Context: an optimization exercise on an open-source flow, tuned for small area. The choices shown serve that exercise and are no tape-out recipe. Only simulation tests tie the RTL to the original design; equivalence was not proved. Power figures rest on the tool's default switching activity, not on a simulated workload.

==> flow/design.v <==
module tpumac
 #(parameter BITS_AB=8,
   parameter BITS_C=16)
  (
   input clk, rst_n, WrEn, en,
   input signed [BITS_AB-1:0] Ain,
   input signed [BITS_AB-1:0] Bin,
   input signed [BITS_C-1:0] Cin,
   output reg signed [BITS_AB-1:0] Aout,
   output reg signed [BITS_AB-1:0] Bout,
   output reg signed [BITS_C-1:0] Cout
  );
  wire ld0, acc1, ag2, ag3, ag4, ag5, ag6, ag7, ag8, ag9, mn10, mn11, mn12, mn13, mn14, mn15;
  wire mn16, mn17, mn18, mn19, mn20, mn21, mn22, mn23, mn24, mn25, pp26, pp27, pp28, pp29, pp30, pp31;
  wire pp32, pp33, pp34, pp35, pp36, pp37, pp38, pp39, pp40, pp41, pp42, pp43, pp44, pp45, pp46, pp47;
  wire pp48, pp49, pp50, pp51, pp52, pp53, pp54, pp55, pp56, pp57, pp58, pp59, pp60, pp61, pp62, pp63;
  wire pp64, pp65, pp66, pp67, pp68, pp69, pp70, pp71, pp72, pp73, pp74, pp75, pp76, pp77, pp78, pp79;
  wire pp80, pp81, pp82, pp83, pp84, pp85, pp86, pp87, pp88, pp89, pp90, s91, hc92, f93, f94, s95;
  wire hc96, f97, f98, f99, f100, s101, hc102, f103, f104, f105, f106, f107, f108, s109, hc110, f111;
  wire f112, f113, f114, f115, f116, f117, f118, s119, hc120, f121, f122, f123, f124, f125, f126, f127;
  wire f128, f129, f130, f131, f132, f133, f134, f135, f136, f137, f138, f139, f140, hs141, hc142, f143;
  wire f144, f145, f146, f147, f148, f149, f150, f151, f152, f153, f154, f155, f156, f157, f158, f159;
  wire f160, f161, f162, f163, f164, f165, f166, f167, f168, hs169, hc170, f171, f172, f173, f174, f175;
  wire f176, f177, f178, f179, f180, f181, f182, f183, f184, f185, f186, f187, f188, f189, f190, f191;
  wire f192, f193, f194, hs195, hc196, f197, f198, f199, f200, f201, f202, f203, f204, hs205, hc206, f207;
  wire f208, f209, f210, f211, f212, hs213, hc214, f215, f216, f217, f218, f219, f220, f221, f222, hs223;
  wire hc224, f225, f226, g227, t228, p229, g230, t231, p232, i233, g234, t235, p236, i237, g238, t239;
  wire p240, g241, t242, p243, g244, t245, p246, i247, g248, t249, p250, i251, G252, T253, T254, G255;
  wire T256, T257, G258, i259, G260, G261, i262, T263, i264, G265, T266, i267, G268, T269, i270, G271;
  wire G272, G273, G274, G275, G276, i277, G278, s279, s280, s281, s282, s283, s284, s285, s286, s287;
  wire s288;
  assign ld0 = en & WrEn;
  assign acc1 = ~WrEn & en;
  assign ag2 = Ain[0] & acc1;
  assign ag3 = Ain[1] & acc1;
  assign ag4 = Ain[2] & acc1;
  assign ag5 = Ain[3] & acc1;
  assign ag6 = Ain[4] & acc1;
  assign ag7 = Ain[5] & acc1;
  assign ag8 = Ain[6] & acc1;
  assign ag9 = Ain[7] & acc1;
  assign mn10 = ~(ld0 ? Cin[0] : Cout[0]);
  assign mn11 = ~(ld0 ? Cin[1] : Cout[1]);
  assign mn12 = ~(ld0 ? Cin[2] : Cout[2]);
  assign mn13 = ~(ld0 ? Cin[3] : Cout[3]);
  assign mn14 = ~(ld0 ? Cin[4] : Cout[4]);
  assign mn15 = ~(ld0 ? Cin[5] : Cout[5]);
  assign mn16 = ~(ld0 ? Cin[6] : Cout[6]);
  assign mn17 = ~(ld0 ? Cin[7] : Cout[7]);
  assign mn18 = ~(ld0 ? Cin[8] : Cout[8]);
  assign mn19 = ~(ld0 ? Cin[9] : Cout[9]);
  assign mn20 = ~(ld0 ? Cin[10] : Cout[10]);
  assign mn21 = ~(ld0 ? Cin[11] : Cout[11]);
  assign mn22 = ~(ld0 ? Cin[12] : Cout[12]);
  assign mn23 = ~(ld0 ? Cin[13] : Cout[13]);
  assign mn24 = ~(ld0 ? Cin[14] : Cout[14]);
  assign mn25 = ~(ld0 ? Cin[15] : Cout[15]);
  assign pp26 = ~(ag2 & Bin[0]);
  assign pp27 = ~(ag2 & Bin[1]);
  assign pp28 = ~(ag2 & Bin[2]);
  assign pp29 = ~(ag2 & Bin[3]);
  assign pp30 = ~(ag2 & Bin[4]);
  assign pp31 = ~(ag2 & Bin[5]);
  assign pp32 = ~(ag2 & Bin[6]);
  assign pp33 = ag2 & Bin[7];
  assign pp34 = ~(ag3 & Bin[0]);
  assign pp35 = ~(ag3 & Bin[1]);
  assign pp36 = ~(ag3 & Bin[2]);
  assign pp37 = ~(ag3 & Bin[3]);
  assign pp38 = ~(ag3 & Bin[4]);
  assign pp39 = ~(ag3 & Bin[5]);
  assign pp40 = ~(ag3 & Bin[6]);
  assign pp41 = ag3 & Bin[7];
  assign pp42 = ~(ag4 & Bin[0]);
  assign pp43 = ~(ag4 & Bin[1]);
  assign pp44 = ~(ag4 & Bin[2]);
  assign pp45 = ~(ag4 & Bin[3]);
  assign pp46 = ~(ag4 & Bin[4]);
  assign pp47 = ~(ag4 & Bin[5]);
  assign pp48 = ~(ag4 & Bin[6]);
  assign pp49 = ag4 & Bin[7];
  assign pp50 = ~(ag5 & Bin[0]);
  assign pp51 = ~(ag5 & Bin[1]);
  assign pp52 = ~(ag5 & Bin[2]);
  assign pp53 = ~(ag5 & Bin[3]);
  assign pp54 = ~(ag5 & Bin[4]);
  assign pp55 = ~(ag5 & Bin[5]);
  assign pp56 = ~(ag5 & Bin[6]);
  assign pp57 = ag5 & Bin[7];
  assign pp58 = ~(ag6 & Bin[0]);
  assign pp59 = ~(ag6 & Bin[1]);
  assign pp60 = ~(ag6 & Bin[2]);
  assign pp61 = ~(ag6 & Bin[3]);
  assign pp62 = ~(ag6 & Bin[4]);
  assign pp63 = ~(ag6 & Bin[5]);
  assign pp64 = ~(ag6 & Bin[6]);
  assign pp65 = ag6 & Bin[7];
  assign pp66 = ~(ag7 & Bin[0]);
  assign pp67 = ~(ag7 & Bin[1]);
  assign pp68 = ~(ag7 & Bin[2]);
  assign pp69 = ~(ag7 & Bin[3]);
  assign pp70 = ~(ag7 & Bin[4]);
  assign pp71 = ~(ag7 & Bin[5]);
  assign pp72 = ~(ag7 & Bin[6]);
  assign pp73 = ag7 & Bin[7];
  assign pp74 = ~(ag8 & Bin[0]);
  assign pp75 = ~(ag8 & Bin[1]);
  assign pp76 = ~(ag8 & Bin[2]);
  assign pp77 = ~(ag8 & Bin[3]);
  assign pp78 = ~(ag8 & Bin[4]);
  assign pp79 = ~(ag8 & Bin[5]);
  assign pp80 = ~(ag8 & Bin[6]);
  assign pp81 = ag8 & Bin[7];
  assign pp82 = ag9 & Bin[0];
  assign pp83 = ag9 & Bin[2];
  assign pp84 = ag9 & Bin[3];
  assign pp85 = ag9 & Bin[4];
  assign pp86 = ag9 & Bin[5];
  assign pp87 = ag9 & Bin[6];
  assign pp88 = ~(ag9 & Bin[7]);
  assign pp89 = ~(ag9 & Bin[1]);
  assign pp90 = ag9 & Bin[1];
  assign s91 = mn10 ^ pp26;
  assign hc92 = mn10 | pp26;
  assign f93 = mn11 ^ pp27 ^ pp34;
  assign f94 = (mn11 & pp27) | (mn11 & pp34) | (pp27 & pp34);
  assign s95 = hc92 ^ f93;
  assign hc96 = hc92 | f93;
  assign f97 = mn12 ^ pp28 ^ pp35;
  assign f98 = (mn12 & pp28) | (mn12 & pp35) | (pp28 & pp35);
  assign f99 = pp42 ^ f94 ^ f97;
  assign f100 = (pp42 & f94) | (pp42 & f97) | (f94 & f97);
  assign s101 = hc96 ^ f99;
  assign hc102 = hc96 | f99;
  assign f103 = mn13 ^ pp29 ^ pp36;
  assign f104 = (mn13 & pp29) | (mn13 & pp36) | (pp29 & pp36);
  assign f105 = pp43 ^ pp50 ^ f98;
  assign f106 = (pp43 & pp50) | (pp43 & f98) | (pp50 & f98);
  assign f107 = f103 ^ f100 ^ f105;
  assign f108 = (f103 & f100) | (f103 & f105) | (f100 & f105);
  assign s109 = hc102 ^ f107;
  assign hc110 = hc102 | f107;
  assign f111 = mn14 ^ pp30 ^ pp37;
  assign f112 = (mn14 & pp30) | (mn14 & pp37) | (pp30 & pp37);
  assign f113 = pp44 ^ pp51 ^ pp58;
  assign f114 = (pp44 & pp51) | (pp44 & pp58) | (pp51 & pp58);
  assign f115 = f104 ^ f111 ^ f113;
  assign f116 = (f104 & f111) | (f104 & f113) | (f111 & f113);
  assign f117 = f106 ^ f115 ^ f108;
  assign f118 = (f106 & f115) | (f106 & f108) | (f115 & f108);
  assign s119 = hc110 ^ f117;
  assign hc120 = hc110 | f117;
  assign f121 = mn15 ^ pp31 ^ pp38;
  assign f122 = (mn15 & pp31) | (mn15 & pp38) | (pp31 & pp38);
  assign f123 = pp45 ^ pp52 ^ pp59;
  assign f124 = (pp45 & pp52) | (pp45 & pp59) | (pp52 & pp59);
  assign f125 = pp66 ^ f112 ^ f114;
  assign f126 = (pp66 & f112) | (pp66 & f114) | (f112 & f114);
  assign f127 = f121 ^ f123 ^ f116;
  assign f128 = (f121 & f123) | (f121 & f116) | (f123 & f116);
  assign f129 = f125 ^ f127 ^ f118;
  assign f130 = (f125 & f127) | (f125 & f118) | (f127 & f118);
  assign f131 = mn16 ^ pp32 ^ pp39;
  assign f132 = (mn16 & pp32) | (mn16 & pp39) | (pp32 & pp39);
  assign f133 = pp46 ^ pp53 ^ pp60;
  assign f134 = (pp46 & pp53) | (pp46 & pp60) | (pp53 & pp60);
  assign f135 = pp67 ^ pp74 ^ f122;
  assign f136 = (pp67 & pp74) | (pp67 & f122) | (pp74 & f122);
  assign f137 = f124 ^ f131 ^ f133;
  assign f138 = (f124 & f131) | (f124 & f133) | (f131 & f133);
  assign f139 = f126 ^ f135 ^ f137;
  assign f140 = (f126 & f135) | (f126 & f137) | (f135 & f137);
  assign hs141 = ~(f128 ^ f139);
  assign hc142 = f128 | f139;
  assign f143 = mn17 ^ pp40 ^ pp47;
  assign f144 = (mn17 & pp40) | (mn17 & pp47) | (pp40 & pp47);
  assign f145 = pp54 ^ pp61 ^ pp68;
  assign f146 = (pp54 & pp61) | (pp54 & pp68) | (pp61 & pp68);
  assign f147 = pp75 ^ pp33 ^ pp82;
  assign f148 = (pp75 & pp33) | (pp75 & pp82) | (pp33 & pp82);
  assign f149 = f132 ^ f134 ^ f143;
  assign f150 = (f132 & f134) | (f132 & f143) | (f134 & f143);
  assign f151 = f145 ^ f147 ^ f136;
  assign f152 = (f145 & f147) | (f145 & f136) | (f147 & f136);
  assign f153 = f138 ^ f149 ^ f151;
  assign f154 = (f138 & f149) | (f138 & f151) | (f149 & f151);
  assign f155 = f140 ^ hc142 ^ f153;
  assign f156 = (f140 & hc142) | (f140 & f153) | (hc142 & f153);
  assign f157 = mn18 ^ pp48 ^ pp55;
  assign f158 = (mn18 & pp48) | (mn18 & pp55) | (pp48 & pp55);
  assign f159 = pp62 ^ pp69 ^ pp76;
  assign f160 = (pp62 & pp69) | (pp62 & pp76) | (pp69 & pp76);
  assign f161 = pp89 ^ pp41 ^ f144;
  assign f162 = (pp89 & pp41) | (pp89 & f144) | (pp41 & f144);
  assign f163 = f146 ^ f157 ^ f159;
  assign f164 = (f146 & f157) | (f146 & f159) | (f157 & f159);
  assign f165 = f148 ^ f150 ^ f161;
  assign f166 = (f148 & f150) | (f148 & f161) | (f150 & f161);
  assign f167 = f163 ^ f152 ^ f165;
  assign f168 = (f163 & f152) | (f163 & f165) | (f152 & f165);
  assign hs169 = ~(f154 ^ f167);
  assign hc170 = f154 | f167;
  assign f171 = mn19 ^ pp56 ^ pp63;
  assign f172 = (mn19 & pp56) | (mn19 & pp63) | (pp56 & pp63);
  assign f173 = pp70 ^ pp77 ^ pp49;
  assign f174 = (pp70 & pp77) | (pp70 & pp49) | (pp77 & pp49);
  assign f175 = pp83 ^ pp90 ^ f158;
  assign f176 = (pp83 & pp90) | (pp83 & f158) | (pp90 & f158);
  assign f177 = f160 ^ f171 ^ f173;
  assign f178 = (f160 & f171) | (f160 & f173) | (f171 & f173);
  assign f179 = f162 ^ f164 ^ f175;
  assign f180 = (f162 & f164) | (f162 & f175) | (f164 & f175);
  assign f181 = f177 ^ f166 ^ f179;
  assign f182 = (f177 & f166) | (f177 & f179) | (f166 & f179);
  assign f183 = f168 ^ f181 ^ hc170;
  assign f184 = (f168 & f181) | (f168 & hc170) | (f181 & hc170);
  assign f185 = mn20 ^ pp64 ^ pp71;
  assign f186 = (mn20 & pp64) | (mn20 & pp71) | (pp64 & pp71);
  assign f187 = pp78 ^ pp57 ^ pp84;
  assign f188 = (pp78 & pp57) | (pp78 & pp84) | (pp57 & pp84);
  assign f189 = f172 ^ f185 ^ f174;
  assign f190 = (f172 & f185) | (f172 & f174) | (f185 & f174);
  assign f191 = f187 ^ f176 ^ f189;
  assign f192 = (f187 & f176) | (f187 & f189) | (f176 & f189);
  assign f193 = f178 ^ f180 ^ f191;
  assign f194 = (f178 & f180) | (f178 & f191) | (f180 & f191);
  assign hs195 = ~(f182 ^ f193);
  assign hc196 = f182 | f193;
  assign f197 = mn21 ^ pp72 ^ pp79;
  assign f198 = (mn21 & pp72) | (mn21 & pp79) | (pp72 & pp79);
  assign f199 = pp65 ^ pp85 ^ f186;
  assign f200 = (pp65 & pp85) | (pp65 & f186) | (pp85 & f186);
  assign f201 = f197 ^ f188 ^ f199;
  assign f202 = (f197 & f188) | (f197 & f199) | (f188 & f199);
  assign f203 = f190 ^ f201 ^ f192;
  assign f204 = (f190 & f201) | (f190 & f192) | (f201 & f192);
  assign hs205 = ~(f194 ^ f203);
  assign hc206 = f194 | f203;
  assign f207 = mn22 ^ pp80 ^ pp73;
  assign f208 = (mn22 & pp80) | (mn22 & pp73) | (pp80 & pp73);
  assign f209 = pp86 ^ f198 ^ f207;
  assign f210 = (pp86 & f198) | (pp86 & f207) | (f198 & f207);
  assign f211 = f200 ^ f209 ^ f202;
  assign f212 = (f200 & f209) | (f200 & f202) | (f209 & f202);
  assign hs213 = ~(f211 ^ f204);
  assign hc214 = f211 | f204;
  assign f215 = mn23 ^ pp81 ^ pp87;
  assign f216 = (mn23 & pp81) | (mn23 & pp87) | (pp81 & pp87);
  assign f217 = f208 ^ f215 ^ f210;
  assign f218 = (f208 & f215) | (f208 & f210) | (f215 & f210);
  assign f219 = f217 ^ f212 ^ hc214;
  assign f220 = (f217 & f212) | (f217 & hc214) | (f212 & hc214);
  assign f221 = mn24 ^ pp88 ^ f216;
  assign f222 = (mn24 & pp88) | (mn24 & f216) | (pp88 & f216);
  assign hs223 = ~(f221 ^ f218);
  assign hc224 = f221 | f218;
  assign f225 = mn25 ^ f222 ^ hc224;
  assign f226 = (mn25 & f222) | (mn25 & hc224) | (f222 & hc224);
  assign g227 = ~(hc120 | f129);
  assign t228 = ~(hc120 & f129);
  assign p229 = hc120 ^ f129;
  assign g230 = ~(hs141 | f130);
  assign t231 = ~(hs141 & f130);
  assign p232 = hs141 ^ f130;
  assign i233 = ~f155;
  assign g234 = ~(hs169 | f156);
  assign t235 = ~(hs169 & f156);
  assign p236 = hs169 ^ f156;
  assign i237 = ~f183;
  assign g238 = ~(hs195 | f184);
  assign t239 = ~(hs195 & f184);
  assign p240 = hs195 ^ f184;
  assign g241 = ~(hs205 | hc196);
  assign t242 = ~(hs205 & hc196);
  assign p243 = hs205 ^ hc196;
  assign g244 = ~(hs213 | hc206);
  assign t245 = ~(hs213 & hc206);
  assign p246 = hs213 ^ hc206;
  assign i247 = ~f219;
  assign g248 = ~(hs223 | f220);
  assign t249 = ~(hs223 & f220);
  assign p250 = hs223 ^ f220;
  assign i251 = ~f225;
  assign G252 = ~((t231 & g227) | g230);
  assign T253 = ~(t235 & i233);
  assign T254 = ~(t239 & i237);
  assign G255 = ~((t245 & g241) | g244);
  assign T256 = ~(t245 & t242);
  assign T257 = ~(t249 & i247);
  assign G258 = ~(f155 | G252);
  assign i259 = ~g234;
  assign G260 = ~((T253 | G252) & i259);
  assign G261 = ~((t242 & g238) | g241);
  assign i262 = ~T254;
  assign T263 = ~(t242 & i262);
  assign i264 = ~g238;
  assign G265 = ~((T256 | i264) & G255);
  assign T266 = ~(T256 | T254);
  assign i267 = ~g248;
  assign G268 = ~(f225 | i267);
  assign T269 = ~(f225 | T257);
  assign i270 = ~G260;
  assign G271 = ~(f183 | i270);
  assign G272 = ~((i262 & G260) | g238);
  assign G273 = ~((T263 | i270) & G261);
  assign G274 = ~((T266 & G260) | G265);
  assign G275 = ~(f219 | G274);
  assign G276 = ~((T257 | G274) & i267);
  assign i277 = ~G274;
  assign G278 = ~((T269 & i277) | G268);
  assign s279 = p232 ^ g227;
  assign s280 = ~(i233 ^ G252);
  assign s281 = p236 ^ G258;
  assign s282 = i237 ^ G260;
  assign s283 = p240 ^ G271;
  assign s284 = ~(p243 ^ G272);
  assign s285 = p246 ^ G273;
  assign s286 = ~(i247 ^ G274);
  assign s287 = p250 ^ G275;
  assign s288 = ~(i251 ^ G276);
  always @(posedge clk, negedge rst_n) begin
    if (!rst_n) begin
      Aout <= '0;
      Bout <= '0;
      Cout <= '0;
    end else begin
      if (en) begin
        Aout <= Ain;
        Bout <= Bin;
      end
      Cout <= {s288, s287, s286, s285, s284, s283, s282, s281, s280, s279, p229, s119, s109, s101, s95, s91};
    end
  end
endmodule
==> flow/flow/run.sh <==
#!/bin/bash
# Own layout flow: the standard synthesis is run unchanged (it names the registers), then
# its combinational mapping is replaced by flow/netlist.v, the same circuit as rtl/tpumac.sv
# mapped cell for cell by gen/gen.py, after checking that both have the same registers (name
# and cell type). The rest is the standard layout, with the port buffers made of buf_1.
set -euo pipefail
R=orfs/results/${FLOW_PLATFORM}/tpumac/base
bash standard.sh synth > run_synth.log 2>&1
python3 flow/swap.py "$R/1_2_yosys.v" flow/netlist.v > run_swap.log 2>&1
rm -f "$R/1_synth.odb" "$R/1_synth.sdc"
export BUFFER_PORTS_ARGS="-buffer_cell sky130_fd_sc_hd__buf_1"
export CTS_ARGS="-sink_clustering_enable -repair_clock_nets -dont_use_dummy_load"
bash standard.sh finish > run_finish.log 2>&1
==> flow/flow/swap.py <==
#!/usr/bin/env python3
"""swap.py STD_NETLIST NEW_NETLIST: check that NEW has exactly STD's registers (instance name and
cell type, drive strength aside) and the same ports, then write NEW over STD."""
import re, sys, shutil
std, new = sys.argv[1], sys.argv[2]
def regs(path):
    text = open(path).read()
    out = {}
    for m in re.finditer(r'(sky130_fd_sc_hd__(?:df|sdf|edf|dl|sedf)\w*?)_\d+\s+(\\\S+|\w+)\s*\(', text):
        out[m.group(2)] = m.group(1)
    ports = sorted(re.findall(r'^\s*(input|output)\s+(?:\[[^\]]*\]\s*)?([\w, ]+);', text, re.M))
    return out, text
rs, ts = regs(std)
rn, tn = regs(new)
print('standard synthesis registers:', len(rs))
print('netlist registers:', len(rn))
if rs != rn:
    for k in sorted(set(rs) | set(rn)):
        if rs.get(k) != rn.get(k):
            print('MISMATCH', k, rs.get(k), rn.get(k))
    sys.exit('register mismatch')
shutil.copyfile(new, std)
print('replaced', std)
==> flow/standard.sh <==
#!/bin/bash
# synth_recipe.tcl (not shown) runs the flow's synth.tcl, then flattens the netlist and writes it again
# the make line also repeats each setting of config.mk as NAME=value (left out here)
make -C /OpenROAD-flow-scripts/flow DESIGN_CONFIG=/design/flow/config.mk WORK_HOME=/design/flow/orfs CLKGATE_MAP_FILE= SYNTH_SCRIPT=/design/flow/synth_recipe.tcl "${@:-finish}"
==> flow/config.mk <==
export PLATFORM = sky130hd
export DESIGN_NAME = tpumac
export DESIGN_NICKNAME = tpumac
export VERILOG_FILES = /design/flow/design.v
export SDC_FILE = /design/flow/constraint.sdc
export NUM_CORES = 4
export LEC_CHECK = 0
export CAP_MARGIN = 20
export CORE_MARGIN = 2
export CORE_UTILIZATION = 60
export GPL_TIMING_DRIVEN = 0
export SLEW_MARGIN = 20
==> flow/constraint.sdc <==
create_clock -name core_clock -period 5.2 [get_ports {clk}]
set_input_delay 1.0400 -clock core_clock [delete_from_list [all_inputs] [get_ports {clk}]]
set_output_delay 1.0400 -clock core_clock [all_outputs]
set_load 0.01 [all_outputs]
Not shown: flow/flow/netlist.v
==> impl_metrics.yaml, run 1 <==
finish:
  final-clk-cell-share: 0.0192
  top_register: "Cout"
  antenna_cells: 0
  seq-cell-share: 0.224
  syn_to_final_growth_pct: 15.0
  largest_register_ffs: 16
  final_cell_mix: "66 x buf_1, 62 x nand2_1, 57 x fa_1, 32 x dfrtp_1, 18 x xor2_1"
  nClkBuffers: 5
  design_area_um2: 3580
  fin_util: 0.710
floorplanning:
  tap_cells: 70
  ios: 68
  dieArea_um2: 5780
pwr:
  powerDensity_nw_per_um2: 498
  pg_comb_mw: 1.23
  p_sw_uw: 816
  switching_share: 0.457
  leakagePower_nw: 1.28
route:
  drc: 0
  dr_wl_met3_um: 324
  first_pass_iters: 4
  drt-met1-wl_mm: 2.50
  num_vias: 2206
sta:
  finalCritPeriodShare: 0.948
  final.setup.tns_ns: 0
  finalMaxSlewViolations: 0
  tightestPinTransition_ns: 0.782
run_status:
  status: "finished clean"
clock_tree:
  cts_max_level: 2
  insertion_delay_ns: 0.29
  numClockSinks: 32
  hold_buffers: 0
  cts_setup_buffers: 0
setup_path:
  startpoint_type: "primary input"
  cpPeakStageDelay_ns: 0.54
  critPathLaunch: "WrEn"
  endpoint: "Cout[15]"
  cp.depth: 16
placement:
  gp_congestion: 0.777
logic_synthesis:
  syn_avg_cell_area_um2: 11.2
global_route:
  grt-ovfl-total: 0
==> run 2: changes to the inputs <==
--- a/flow/flow/run.sh
+++ b/flow/flow/run.sh
@@ -9,5 +9,5 @@
 python3 flow/swap.py "$R/1_2_yosys.v" flow/netlist.v > run_swap.log 2>&1
 rm -f "$R/1_synth.odb" "$R/1_synth.sdc"
 export BUFFER_PORTS_ARGS="-buffer_cell sky130_fd_sc_hd__buf_1"
-export CTS_ARGS="-sink_clustering_enable -repair_clock_nets -dont_use_dummy_load"
+export CTS_ARGS="-sink_clustering_enable -repair_clock_nets -dont_use_dummy_load -root_buf sky130_fd_sc_hd__clkbuf_4 -buf_list {sky130_fd_sc_hd__clkbuf_4}"
 bash standard.sh finish > run_finish.log 2>&1
==> run 2 against run 1 <==
Net effect: hold slack better by 0.0029 ns; via count down 0.36%; synthesized area unchanged; routed wire length about the same; maximum frequency down 0.50%; critical path depth unchanged; sequential power about the same; register-to-register slack about the same; clock power down 27%; combinational power about the same; synthesized cell count unchanged; global-route usage up 0.078 points; critical path type unchanged; largest power group unchanged.
==> impl_metrics.yaml, run 2 <==
pwr:
  leakagePower_nw: 1.23
  peakVddDrop_mv: 0.520
  powerDensity_nw_per_um2: 496
  total_power_mw: 1.74
route:
  num_vias: 2198
  vias_per_cell: 5.26
  first_pass_iters: 4
  drc: 0
  drt_first_iter_violations: 69
  detail-route-antenna-nets: 0
  wire_per_inst_um: 15.4
  drt_wl_total_mm: 6.44
finish:
  final_common_cell: "buf_1"
  nets: 443
  reg.largest.list: "Cout x16, Aout x8, Bout x8"
  largest_register_ffs: 16
  final_cell_mix: "66 x buf_1, 62 x nand2_1, 57 x fa_1, 32 x dfrtp_1"
  drive_gt1_frac: 0.0402
  fin_util: 0.694
  antenna_cells: 0
  syn_to_final_growth_pct: 12.4
  top_register: "Cout"
  fin_cells: 418
clock_tree:
  path_clk_slew_ns: 0.11
  cts_buffers: 5
  cts_tree: "yes"
  insertion_delay_ns: 0.34
  numClockSinks: 32
  clk_path_buf_depth: 2
  cts_max_level: 2
  hold_buffers: 0
  cts_setup_buffers: 0
  cts_root_buf: "clkbuf_4"
sta:
  finalClockSkew_ns: 0.0372
  finalMaxSlewViolations: 0
  post-route-min-period_ns: 4.96
  finalCritPeriodShare: 0.953
  tightestPinTransition_ns: 0.777
  final.setup.worst_slack_ns: 0.243
  max_slew_margin: 0.482
  rsz0062_at_grt: "false"
  hold_viol_final: 0
  fmax_mhz: 202
  setup_viol: 0
min_path:
  hold_class: "register to register"
  min_from: "Bout[0]"
setup_path:
  timing.rr.start: "Cout[2]"
  worstPathRequired_ns: 5.44
  end_kind: "register"
  startpoint_type: "primary input"
  crit_fanout: 8
  reg2reg_slack_ns: 1.23
  critPathArrivalTime_ns: 5.19
  critPathLaunch: "WrEn"
  critPathKind: "primary input to register"
global_route:
  grt-ovfl-total: 0
  grt_pass1_wl_mm: 11.5
  grt_max_degree: 33
  first_global_vias: 2413
  grt_antenna_before_repair: 0
  grt_use_total: 0.257
floorplanning:
  dieArea_um2: 5780
  fp.coreArea_um2: 5040
  ios: 68
  chipHeight_um: 76.0
  die_w_um: 76.0
  initial_core_util: 0.617
  row_count: 26
logic_synthesis:
  syn_nets: 370
  syn_area_um2: 3110
  ys_warn_count: 1
  syn_avg_cell_area_um2: 11.2
  netlist_instances: 277
run_status:
  status: "finished clean"
flow_run:
  max-cap-violations: 0
placement:
  gp_congestion: 0.777
  portBuffers: 66
  dp_cells: 413
  hpwl_mm: 5.09
  pre_cts_ws_ns: -0.349
-- run 2: cell count changes in the layout (fill, tap and decap cells not counted), sizes merged --
| cell | change |
|---|---|
| buf | -6 |
-- run 2: power breakdown --
part	switching (mW)	internal, mW
clock	0.0821	0.0452
combinational	0.694	0.535
sequential	0.0364	0.343
-- run 2: layer usage --
metal / wire length, µm / track usage / vias to the layer above
li1: - / - / 1012
met1: 2560 / 0.329 / 1104
met2: 3450 / 0.454 / 66
met3: 314 / 0.0521 / 16
met4: 110 / 0.0636 / 0
met5: 0 / 0 / -
-- run 2: worst paths after layout --
path	end	depth (start not counted)
max	Cout[15]	16
min	Bout[0]	1
max reg2reg	Cout[15]	12
min reg2reg	Bout[0]	1
max in group asynchronous	Cout[8]	1
min in group asynchronous	Aout[0]	1
-- run 2: timing repair --
action                                 in CTS  in global routing
resized for setup                           0                  6
setup endpoints to repair                   0                  4
endpoints found under the hold margin       0                  0
-- run 2: stage by stage --
step	hold WS, ns	TNS (ns)	area, µm²
global placement	0.466	-1.00	3450
finish	0.489	0	3500
global route	0.527	0	3500
CTS	0.494	0	3490
floorplan	0.529	0	3110
detailed placement	0.474	-1.05	3450
-- run 2: worst max-delay path, stage by stage --
cell     delay (ns)
buf_1          0.08
and2b_1        0.30
and2_1         0.39
nand2_1        0.12
fa_1           0.41
fa_1           0.43
fa_1           0.53
fa_1           0.44
or2_1          0.24
fa_1           0.52
inv_1          0.07
nand2_1        0.10
nor2_1         0.06
a21oi_2        0.22
o21ai_1        0.11
xnor2_1        0.13
-- run 2: area by class of cell --
| type | instances | area (µm²) |
|---|---|---|
| plain buffers | 2 | 10.0 |
| clock buffers | 5 | 37.5 |
| fillers | 417 | 1540 |
| inverters | 9 | 33.8 |
| multi-input cells | 234 | 2280 |
| flip-flops and latches | 32 | 801 |
| well taps | 70 | 87.6 |
| repair buffers | 66 | 248 |

[separate check: timing with driven ports]
The flow's constraints put no driver on any port. The routed layouts listed below were extracted and timed again, unchanged, in two steps.
Step 1, drivers: a clkbuf_16 drives clk and a buf_2 each remaining input, both assumed.
Step 2 times the ports against the registers' clock, not the clock port: input delays grow and output delays shrink by t, the midpoint of the rising clock arrivals with the driver on.
Slacks: ideal / step 1 / step 2; pairs: ideal / step 1.
| run | t (ns) | setup WS [ns] | slew at the worst register clock pin (ns) |
|---|---|---|---|
| run 1 | 0.303 | 0.268 / 0.270 / -0.033 | 0.08 / 0.08 |
| run 2 | 0.350 | 0.243 / 0.243 / -0.106 | 0.11 / 0.11 |
With both steps, setup timing fails in run 1 and run 2, where it was met with ideal ports. For run 2, which loses most, drivers alone change the setup slack by 0.000 ns; drivers and shift together by -0.349 ns.
